Source: an optimization exercise on an open RTL-to-GDS flow (aim: small area and a short achievable clock period). Production flows keep margins and buffers that such runs may drop.
The RTL was checked by simulation tests, not by an equivalence proof against the original design.
Power is estimated from default activity; no workload was simulated.

==> flow/design.v <==
module mdgrp #(parameter HI = 31, parameter N = 1)
  (
   input [31:HI-N+1]   r,
   input [32-HI+N-2:0] x,
   input [HI:HI-N+1]   m,
   input               dv,
   input               ci0,
   output [31:HI-N+1]  ro,
   output [HI:HI-N+1]  q);
   localparam LO = HI - N + 1;
   wire [31:LO] rs [0:N];
   assign rs[0] = r;
   genvar n;
   generate
      for (n = 0; n < N; n = n + 1) begin : row
         localparam K = HI - n;
         localparam W = 32 - K;
         wire [W-1:0] rr = rs[n][31:K];
         wire [W-1:0] xx = x[W-1:0];
         wire         ci = (K == 0) ? ci0 : dv;
         reg [W-1:0]  g, t, c;
         reg          co;
         integer      l, i;
         always @(*) begin
            g = rr & xx;
            t = rr | xx;
            g[0] = g[0] | (t[0] & ci);
            for (l = 0; (1 << l) < W; l = l + 1)
              for (i = (2 << l) - 1; i < W; i = i + (2 << l)) begin
                 g[i] = g[i] | (t[i] & g[i - (1 << l)]);
                 t[i] = t[i] & t[i - (1 << l)];
              end
            for (l = 8; l >= 0; l = l - 1)
              if ((2 << l) < W)
                for (i = 3 * (1 << l) - 1; i < W; i = i + (2 << l)) begin
                   g[i] = g[i] | (t[i] & g[i - (1 << l)]);
                   t[i] = t[i] & t[i - (1 << l)];
                end
            c[0] = ci;
            for (i = 1; i < W; i = i + 1)
              c[i] = g[i-1];
            co = g[W-1];
         end
         wire          mk  = m[K];
         wire          sel = (K == 0) ? mk : mk & (co | ~dv);
         assign q[K] = co & mk;
         wire [W-1:0]  sum = rr ^ ({W{sel}} & (xx ^ c));
         if (K == LO) begin : lsb
            assign rs[n+1] = sum;
         end else begin : rest
            assign rs[n+1] = {sum, rs[n][K-1:LO]};
         end
      end
   endgenerate
   assign ro = rs[N];
endmodule
module dsp_alu
  (
   input             clk,
   input [2:0]       ctrl,
   input [31:0]      src_a, src_b,
   output [31:0]     result);
   localparam K1 = 21, K2 = 4, G = 6;
   wire [31:0] a = src_a, b = src_b;
   wire op_and = ctrl == 3'd0;
   wire op_or  = ctrl == 3'd1;
   wire op_mul = ctrl == 3'd3;
   wire op_div = ctrl == 3'd4;
   wire op_sub = ctrl == 3'd6;
   wire op_slt = ctrl == 3'd7;
   wire op_add = ctrl == 3'd2 || ctrl == 3'd5;
   wire [31:0] x0 = op_mul ? a : op_add ? b : op_slt ? ~a : ~b;
   wire [31:0] r0 = (op_div | op_add | op_sub) ? a :
                    op_slt ? b : op_and ? (a & b) : op_or ? (a | b) : 32'd0;
   reg [31:0] m0;
   integer    k;
   always @(*) begin
      m0[0] = op_div | op_mul & b[0] | op_add | op_sub | op_slt;
      for (k = 1; k < 32; k = k + 1)
        m0[k] = op_div ? ~|(b >> (32 - k)) : op_mul & b[k];
   end
   wire [31:0] rv [0:32];
   wire [31:0] xv [0:32];
   wire [31:0] mq [0:32];
   wire        dv [0:32];
   wire        sb [0:32];
   wire        qs [0:32];
   assign rv[32] = r0;
   assign xv[32] = x0;
   assign mq[32] = m0;
   assign dv[32] = op_div;
   assign sb[32] = op_sub;
   assign qs[32] = op_div | op_slt;
   function integer seg_top(input integer j);
      seg_top = j >= K1 ? 31 : j >= K2 ? K1 - 1 : K2 - 1;
   endfunction
   function integer seg_bot(input integer j);
      seg_bot = j >= K1 ? K1 : j >= K2 ? K2 : 0;
   endfunction
   genvar j;
   generate
      for (j = 31; j >= 0; j = j - 1) begin : grp
         if ((seg_top(j) - j) % G == 0) begin : g
            localparam N = (j - seg_bot(j) + 1) < G ? (j - seg_bot(j) + 1) : G;
            wire [31:0] ri, xi, mi;
            wire        di, si, qi;
            if (j == K1 - 1 || j == K2 - 1) begin : cut
               reg [31:0] r_q, x_q, m_q;
               reg        d_q, s_q, qs_q;
               always @(posedge clk) begin
                  r_q <= rv[j+1]; x_q <= xv[j+1]; m_q <= mq[j+1];
                  d_q <= dv[j+1]; s_q <= sb[j+1]; qs_q <= qs[j+1];
               end
               assign ri = r_q; assign xi = x_q; assign mi = m_q;
               assign di = d_q; assign si = s_q; assign qi = qs_q;
            end else begin : nocut
               assign ri = rv[j+1]; assign xi = xv[j+1]; assign mi = mq[j+1];
               assign di = dv[j+1]; assign si = sb[j+1]; assign qi = qs[j+1];
            end
            wire [31:j-N+1] ro;
            wire [j:j-N+1]  q;
            mdgrp #(.HI(j), .N(N)) u_grp
              (.r(ri[31:j-N+1]), .x(xi[32-j+N-2:0]), .m(mi[j:j-N+1]),
               .dv(di), .ci0(di | si), .ro(ro), .q(q));
            if (j - N + 1 == 0) begin : lsb
               assign rv[j-N+1] = ro;
            end else begin : rest
               assign rv[j-N+1] = {ro, ri[j-N:0]};
            end
            if (j == 31) begin : top
               assign mq[j-N+1] = {q, mi[j-N:0]};
            end else if (j - N + 1 == 0) begin : bot
               assign mq[j-N+1] = {mi[31:j+1], q};
            end else begin : mid
               assign mq[j-N+1] = {mi[31:j+1], q, mi[j-N:0]};
            end
            assign xv[j-N+1] = xi;
            assign dv[j-N+1] = di;
            assign sb[j-N+1] = si;
            assign qs[j-N+1] = qi;
         end
      end
   endgenerate
   assign result = qs[0] ? mq[0] : rv[0];
endmodule
==> flow/run.sh <==
#!/bin/bash
# synth_recipe.tcl (not shown) runs the flow's synth.tcl, then flattens the netlist and writes it again
# the make line also repeats each setting of config.mk as NAME=value (left out here)
make -C /OpenROAD-flow-scripts/flow DESIGN_CONFIG=/design/flow/config.mk WORK_HOME=/design/flow/orfs CLKGATE_MAP_FILE= SYNTH_SCRIPT=/design/flow/synth_recipe.tcl finish
==> flow/config.mk <==
export PLATFORM = sky130hd
export DESIGN_NAME = dsp_alu
export DESIGN_NICKNAME = dsp_alu
export VERILOG_FILES = /design/flow/design.v
export SDC_FILE = /design/flow/constraint.sdc
export NUM_CORES = 4
export LEC_CHECK = 0
export ABC_AREA = 1
export CAP_MARGIN = 20
export CORE_MARGIN = 2
export CORE_UTILIZATION = 40
export CTS_CLUSTER_DIAMETER = 60
export CTS_CLUSTER_SIZE = 12
export SLEW_MARGIN = 20
export SYNTH_HIERARCHICAL = 1
==> flow/constraint.sdc <==
create_clock -name core_clock -period 70.0 [get_ports {clk}]
set_input_delay 14.0000 -clock core_clock [delete_from_list [all_inputs] [get_ports {clk}]]
set_output_delay 14.0000 -clock core_clock [all_outputs]
set_load 0.01 [all_outputs]
==> flow_metrics.tcl, run 1 <==
set metrics [dict create \
    netlist_area_sq_um 40700 \
    stdcell_area_sq_um 42700 \
    layout-drive-gt1-share_pct 9.16 \
    max_stage_delay_ps 520 \
    antenna_found_initial 3 \
    die_w_microns 323 \
    p_comb_share_pct 84.7 \
    ios 100 \
    peakVddDrop_mv 0.0286 \
    wirelength_mm 139 \
    p_switching_uw 1080 \
    cts_buffer_depth 2 \
    rsz0062_at_grt "false" \
    regToRegSetupSlack_ps 41640 \
    cp_top_family "simple AND/OR/NAND/NOR gates" \
    die_h_microns 323 \
    grtUsageTotal_pct 26.4 \
    fin_nets 7739 \
    cap_violations 0 \
    cts_buffers 17 \
    grt_pass1_vias 41900 \
    clkTransAtPathRegs_ps 90 \
    initial_utilization_pct 40.5 \
    postCtsSetupRepairBufs 0 \
    gp_congestion 0.962 \
    required_ps 70410 \
    outcome "timing/DRC/antenna clean" \
    total_leakage_power_uw 0.0239 \
    postLayoutCoreUtil_pct 42.5 \
    syn_to_final_growth_pct 4.88 \
    p_sw_share_pct 61.8 \
    worst-path-buf-inv 19 \
    finalHoldViolations 0 \
    worstMarginPinSlew_ps 1220 \
    syn_inst 7758 \
    overflow 0 \
    wl_per_cell_microns 15.4 \
    syn-num-nets 7826 \
    cts_sinks 198 \
    clock_latency_ps 500 \
    worstPathMaxFanout 53 \
    p_clk_share_pct 6.3 \
    p_per_area_nw_per_um2 41.1 \
    cts_tree "yes" \
    crit_type "flip-flop to flip-flop" \
    drc 0 \
    hpwl_mm 113 \
    timing.critical_path.mode_cell "nand2_1" \
    cts_resized 0 \
    cts_hold_buffers 0 \
    end_kind "flip-flop" \
    critPathSlowestCell "nand2_2" \
    synth_area_per_cell_sq_um 5.24 \
    grt_pass1_wl_mm 222 \
    fmax_ghz 0.0353 \
    drtPass1Iterations 8 \
    p_seq_share_pct 8.9 \
    die_area_sq_um 104000 \
    fin_setup_tns_ps 0 \
    period_share_pct 40.5 \
    portBuffers 99 \
    clock-skew-final_ps 20.1 \
    yosysWarnings 13 \
    cts-root-buf "clkbuf_16" \
    period_needed_ps 28360 \
    htree_levels 4 \
    p_int_uw 669 \
    worstSetupStartpointType "flip-flop" \
    grt_max_degree 54 \
    relSlewSlack_pct 18.2 \
    via_per_inst 5.17 \
    vias 46800 \
    slew_viol_final 0 \
    setup_viol 0 \
    worstHoldPathType "flip-flop to flip-flop" \
    core-area_sq_um 100000 \
    worst_ep_arrival_time_ps 28770 \
    detail-route-antenna-nets 0 \
    drtIter0Drc 3799 \
    num_rows 116 \
    placedInstanceArea_sq_um 42000 \
]
cell usage in the layout (no fill, tap or decap), types with 13 or more instances in the layout:
master / instances
a21boi_0: 20
a21oi_1: 197
a21oi_2: 17
and2_1: 25
buf_4: 55
clkbuf_16: 17
clkdlybuf4s50_1: 99
clkinv_1: 35
dfxtp_1: 194
inv_1: 983
inv_2: 114
mux2_2: 25
nand2_1: 2942
nand2_2: 181
nand2_4: 51
nand3_1: 1077
nand3_2: 76
nand3_4: 15
nand3b_1: 33
nand4_1: 221
nor2_1: 434
nor2_2: 28
nor3_1: 13
o21ai_0: 128
o21ai_1: 123
or2_1: 14
or2_2: 37
xnor2_1: 26
xor2_1: 353
xor2_2: 20
metal layers:
metal | share of wire, % | wire length [microns] | global-route usage [%]
met3 | 5.7 | 8020 | 2.15
met4 | 3.7 | 5110 | 9.47
met5 | 0 | 0 | 0
met1 | 45 | 63300 | 34.9
met2 | 45 | 63000 | 44.7
layout make-up:
class                           instances  area, sq um
Antenna cell                            1         2.50
Inverter                             1135         4270
Tap cell                             1357         1700
Sequential cell                       198         3970
Fill cell                           11300        57800
Clock buffer                           17          425
Clock inverter                         15          238
Multi-Input combinational cell       6165        30700
Timing Repair Buffer                  154         1400
power by group through the flow:
stage	clock network, uW	logic, uW	registers (uW)
2_1_floorplan	0	1150	147
3_3_place_gp	0	1450	159
3_5_place_dp	0	1460	159
4_1_cts	114	1470	156
5_1_grt	118	1680	159
6_report	111	1490	156
sequential cells by signal (all words and copies together) (netlist names):
name	flops
grp.g.cut.s_q	2
grp.g.cut.x_q	64
grp.g.cut.m_q	64
grp.g.cut.qs_q	2
grp.g.cut.r_q	64
grp.g.cut.d_q	2
worst paths after layout:
kind	depth (start not counted)	end	start
min reg2reg	0	grp[3].g.cut.r_q[2]	grp[20].g.cut.r_q[2]
max reg2reg	208	grp[3].g.cut.r_q[18]	grp[20].g.cut.x_q[5]
min	0	grp[3].g.cut.r_q[2]	grp[20].g.cut.r_q[2]
max	208	grp[3].g.cut.r_q[18]	grp[20].g.cut.x_q[5]
per-stage QoR:
stage          total power (uW)  setup WS [ps]  std cells  hold slack [ps]
5_1_grt                    1960          38090       9041              333
3_3_place_gp               1610          42830       9009              312
3_5_place_dp               1620          42170       9009              312
4_1_cts                    1740          42080       9041              331
2_1_floorplan              1300          47570       7758              310
6_report                   1750          41640       9042              329
==> inputs of run 2 (changes only) <==
--- a/flow/design.v
+++ b/flow/design.v
@@ -61,5 +61,5 @@
    input [31:0]      src_a, src_b,
    output [31:0]     result);
-   localparam K1 = 21, K2 = 4, G = 6;
+   localparam K1 = 21, K2 = 4, G = 4;
    wire [31:0] a = src_a, b = src_b;
    wire op_and = ctrl == 3'd0;
==> run 2 against run 1 <==
- critical path depth is 11 higher
- worst setup slack better by 170 ps
- sequential cell count stayed put
- count of clock-buffer cells in the layout is 1 higher
- wire length is 2.0% lower
- register-to-register slack better by 170 ps
==> flow_metrics.tcl, run 2 <==
set metrics [dict create \
    outcome "timing/DRC/antenna clean" \
    timing.critical_path.mode_cell "nand2_1" \
    wl_per_cell_microns 15.1 \
    hpwl_mm 112 \
    reg_top3 "grp.g.cut.m_q (64), grp.g.cut.r_q (64), grp.g.cut.x_q (64)" \
    netlist_area_sq_um 40700 \
    num_rows 116 \
    wirelength_mm 137 \
    clkTransAtPathRegs_ps 90 \
    antenna_found_initial 9 \
    critPathSlowestCell "dfxtp_1" \
    fin_nets 7730 \
    worst-path-buf-inv 13 \
    syn_to_final_growth_pct 5.00 \
    initial_utilization_pct 40.5 \
    slew_viol_final 0 \
    total_leakage_power_uw 0.0239 \
    grt_max_degree 54 \
    fmax_ghz 0.0355 \
    p_per_area_nw_per_um2 41.0 \
    worstSetupStartpointType "flip-flop" \
    crit_type "flip-flop to flip-flop" \
    peakVddDrop_mv 0.0227 \
    required_ps 70360 \
    syn-num-nets 7793 \
    die_w_microns 323 \
    cp_top_family "simple AND/OR/NAND/NOR gates" \
    die_h_microns 323 \
    vias 46600 \
    drc 0 \
    fin_setup_tns_ps 0 \
    layout-drive-gt1-share_pct 9.43 \
    die_area_sq_um 104000 \
    ios 100 \
    cts_buffer_depth 2 \
    finalHoldViolations 0 \
    period_needed_ps 28190 \
    cts_buffers 17 \
    cts_sinks 198 \
    core-area_sq_um 100000 \
    fill_cells 11300 \
    grtUsageTotal_pct 25.8 \
    via_per_inst 5.16 \
    worstPathMaxFanout 51 \
    gp_congestion 0.937 \
    detail-route-antenna-nets 0 \
    clock-skew-final_ps 23.8 \
    htree_levels 4 \
    synth_area_per_cell_sq_um 5.27 \
    cts_resized 0 \
    end_kind "flip-flop" \
    layout_commonest_cell "nand2_1" \
    final_cell_mix "nand2_1, inv_1, nand3_1" \
    period_share_pct 40.3 \
    cts_hold_buffers 0 \
    postCtsSetupRepairBufs 0 \
    drtPass1Iterations 6 \
    rsz0062_at_grt "false" \
    syn_inst 7725 \
    worstMarginPinSlew_ps 1140 \
    relSlewSlack_pct 23.4 \
    overflow 0 \
    worst_ep_arrival_time_ps 28550 \
    grt_pass1_wl_mm 217 \
    yosysWarnings 16 \
    cts-root-buf "clkbuf_16" \
    max_stage_delay_ps 820 \
    grt_pass1_vias 41500 \
    post-place-ws_ps 42160 \
    cts_tree "yes" \
    portBuffers 99 \
    drtIter0Drc 3180 \
    setup_ws_ps 41810 \
    clock_latency_ps 500 \
    setup_viol 0 \
    cap_violations 0 \
    worstHoldPathType "flip-flop to flip-flop" \
]
==> run 2: changes by cell type in the layout (fill, tap and decap cells not counted), sizes merged, moves of 6 or more <==
cell | previous run | this run
nand3 | 1168 | 1077
nand2 | 3176 | 3200
o21ai | 257 | 276
nor2 | 467 | 494
and2 | 28 | 11
o21bai | 7 | 13
xor2 | 374 | 359
xnor2 | 31 | 48
==> run 2: power by group <==
group	switching, uW	internal (uW)
Clock	53.6	52.4
Combinational	993	494
Sequential	29.5	132
==> run 2: layer usage <==
metal  wire length [microns]  up-vias  part of all wire, %  global-route usage (%)
li1                        -    24200                    -                       -
met1                   64100    21100                   47                    34.9
met2                   61000     1247                   45                    43.0
met3                    8190      169                  6.0                    3.09
met4                    3320        2                  2.4                    7.19
met5                      12        -               0.0088                       0
==> run 2: path summary, 6_finish.rpt <==
path	start	end	slack [ps]	cells past startpoint
setup / recovery	grp[20].g.cut.x_q[10]	grp[3].g.cut.r_q[10]	41810	219
hold / removal	grp[20].g.cut.qs_q	grp[3].g.cut.qs_q	320	0
setup reg to reg	grp[20].g.cut.x_q[10]	grp[3].g.cut.r_q[10]	41810	219
hold reg to reg	grp[20].g.cut.qs_q	grp[3].g.cut.qs_q	320	0
==> run 2: layout make-up <==
class	instances	area (sq um)	area share, %
repair buffers	150	1370	3.22
diodes	5	12.5	0.0293
multi-input cells	6160	30800	72.0
clock buffers	18	439	1.03
flip-flops and latches	198	3980	9.30
inverters	1135	4270	9.99
clock inverters	14	179	0.419
well taps	1357	1700	3.97
==> run 2: through the flow <==
step / util [%] / area, sq um / power, uW / instances / hold WS (ps)
2_1_floorplan: - / 40700 / 1320 / 7725 / 310
3_5_place_dp: 41.9 / 42100 / 1640 / 9000 / 313
5_1_grt: 42.5 / 42700 / 1970 / 9037 / 323
4_1_cts: 42.5 / 42700 / 1750 / 9032 / 318
6_report: 42.5 / 42700 / 1750 / 9037 / 322
3_3_place_gp: 41.9 / 42100 / 1620 / 9000 / 314
==> inputs of run 3 (changes only) <==
--- a/flow/design.v
+++ b/flow/design.v
@@ -61,5 +61,5 @@
    input [31:0]      src_a, src_b,
    output [31:0]     result);
-   localparam K1 = 21, K2 = 4, G = 4;
+   localparam K1 = 21, K2 = 5, G = 4;
    wire [31:0] a = src_a, b = src_b;
    wire op_and = ctrl == 3'd0;
==> run 3 against run 2 <==
- worst setup slack improved by 480 ps
- largest power group unchanged
- final cell count grew 1.3%
- cell area grew 0.64%
- critical path type unchanged
- synthesized cell count grew 1.6%
==> flow_metrics.tcl, run 3 <==
set metrics [dict create \
    outcome "timing/DRC/antenna clean" \
    worstSetupStartpointType "flip-flop" \
    grtUsageTotal_pct 26.0 \
    vias 47200 \
    cts_sinks 198 \
    drc 0 \
    critPathSlowestCell "nand2_2" \
    synth_area_per_cell_sq_um 5.23 \
    syn_to_final_growth_pct 4.85 \
    rsz0062_at_grt "false" \
    reg_top3 "grp.g.cut.m_q (64), grp.g.cut.r_q (64), grp.g.cut.x_q (64)" \
    yosysWarnings 16 \
    max_stage_delay_ps 550 \
    p_switching_uw 1040 \
    cts_buffers 17 \
    num_rows 117 \
    grt_max_degree 63 \
    p_per_area_nw_per_um2 39.3 \
    worstHoldPathType "flip-flop to flip-flop" \
    min_path_cells 0 \
    overflow 0 \
    crit_type "flip-flop to flip-flop" \
    hp-start "grp[20].g.cut.x_q[27]" \
    fin_nets 7834 \
    startpoint "grp[20].g.cut.x_q[9]" \
    detail-route-antenna-nets 0 \
    core-area_sq_um 102000 \
    period_needed_ps 27710 \
    syn_inst 7847 \
    slew_viol_final 0 \
    grt_pass1_wl_mm 221 \
    hpwl_mm 112 \
    antenna_found_initial 16 \
    total_power_uw 1690 \
    total_leakage_power_uw 0.0241 \
    wirelength_mm 138 \
    min_to "grp[4].g.cut.x_q[27]" \
    layout_commonest_cell "nand2_1" \
    reg2reg_to "grp[4].g.cut.r_q[20]" \
    layout-drive-gt1-share_pct 9.19 \
    die_area_sq_um 105000 \
    p_int_uw 653 \
    clock-skew-final_ps 20.4 \
    finalHoldViolations 0 \
    cts_buffer_depth 2 \
    p_seq_share_pct 9.5 \
    setup_viol 0 \
    required_ps 70330 \
    ios 100 \
    postLayoutCoreUtil_pct 42.3 \
    cts_hold_buffers 0 \
    worstMarginPinSlew_ps 1120 \
    fmax_ghz 0.0361 \
    drtPass1Iterations 6 \
    period_share_pct 39.6 \
    end_kind "flip-flop" \
    gp_congestion 0.960 \
    netlist_area_sq_um 41000 \
    clkTransAtPathRegs_ps 90 \
    p_clk_share_pct 6.5 \
    cap_violations 0 \
    grt_pass1_vias 41700 \
    p_sw_share_pct 61.4 \
    worst_ep_arrival_time_ps 28040 \
    final_cell_mix "nand2_1, inv_1, nand3_1" \
    relSlewSlack_pct 24.9 \
    drtIter0Drc 3960 \
    timing.critical_path.mode_cell "nand2_1" \
    portBuffers 99 \
    peakVddDrop_mv 0.0224 \
    die_w_microns 324 \
    worstPathMaxFanout 51 \
    cts_resized 0 \
    die_h_microns 324 \
    cts_tree "yes" \
    initial_utilization_pct 40.3 \
    fin_setup_tns_ps 0 \
    htree_levels 4 \
    postCtsSetupRepairBufs 0 \
    reg2reg_depth 197 \
    wl_per_cell_microns 15.1 \
    clock_latency_ps 500 \
    syn-num-nets 7915 \
    via_per_inst 5.15 \
    regToRegSetupSlack_ps 42290 \
    timing.rr.start "grp[20].g.cut.x_q[9]" \
    p_comb_share_pct 83.9 \
    cts-root-buf "clkbuf_16" \
]
==> run 3: metrics by stage <==
| step | setup slack, ps | instances | hold slack, ps | instance area [sq um] |
|---|---|---|---|---|
| after floorplan | 47140 | 7847 | 310 | 41000 |
| after global placement | 42770 | 9115 | 313 | 42300 |
| after detailed placement | 42430 | 9115 | 312 | 42300 |
| after CTS | 42370 | 9147 | 334 | 43000 |
| after global routing | 38950 | 9152 | 341 | 43000 |
| final | 42290 | 9153 | 334 | 43000 |
==> run 3: worst max-delay path, delay by kind of cell (launching register included) <==
kind | cells | cell delay, ps
and+or+nand+nor | 172 | 22280
AOI/OAI and AO/OA | 16 | 3000
DFF | 1 | 310
xor gates and xnor gates | 1 | 260
buffers and inverters | 8 | 1380
==> run 3: power groups by stage <==
stage | registers (uW) | logic, uW | clock network (uW)
after CTS | 161 | 1410 | 113
after floorplan | 147 | 1120 | 0
after global routing | 163 | 1620 | 116
after detailed placement | 163 | 1400 | 0
final | 161 | 1420 | 110
after global placement | 163 | 1380 | 0
==> run 3: layout make-up <==
class / count / area, sq um
well taps: 1368 / 1710
repair buffers: 148 / 1360
fillers: 11200 / 58700
flip-flops and latches: 198 / 3970
diodes: 6 / 15.0
multi-input cells: 6223 / 30800
clock inverters: 15 / 239
clock buffers: 17 / 425
inverters: 1178 / 4430
==> run 3: routing by layer <==
layer | vias to the layer above | global-route usage (%) | routed length [microns]
met3 | 177 | 3.17 | 8430
met5 | - | 0 | 39
met2 | 1212 | 42.9 | 61700
li1 | 24500 | - | -
met1 | 21200 | 35.2 | 64000
met4 | 6 | 8.22 | 3920
==> run 3: how the worst max path moves through the flow <==
stage,endpoint,slack (ps),cells past startpoint
after floorplan,grp[20].g.cut.r_q[28],47140,94
after global placement,grp[4].g.cut.r_q[20],42770,195
after detailed placement,grp[4].g.cut.r_q[20],42430,197
after CTS,grp[4].g.cut.r_q[20],42370,197
after global routing,grp[4].g.cut.r_q[20],38950,206
final,grp[4].g.cut.r_q[20],42290,197

==> afterwards: timing with drivers on the ports <==
Ports are ideal in the flow. The routed layouts listed here were re-timed in OpenROAD. Step 1: set_driving_cell puts a clkbuf_16 on clk and a buf_2 on each other input, an assumption about the parent block. Step 2 also shifts input and output timing later by t, the mid clock arrival at the registers, as if the neighbouring blocks saw the same clock. Three values: ideal, step 1, step 2; two values: the first two.
run | t, ns | slack for setup (ns) | slew at the worst register clock pin (ns)
run 1 | 0.554 | 41.638 / 41.638 / 41.638 | 0.10 / 0.10
run 2 | 0.557 | 41.813 / 41.813 / 41.813 | 0.09 / 0.09
run 3 | 0.556 | 42.293 / 42.293 / 42.293 | 0.09 / 0.09
After both steps every run listed still meets setup and hold.
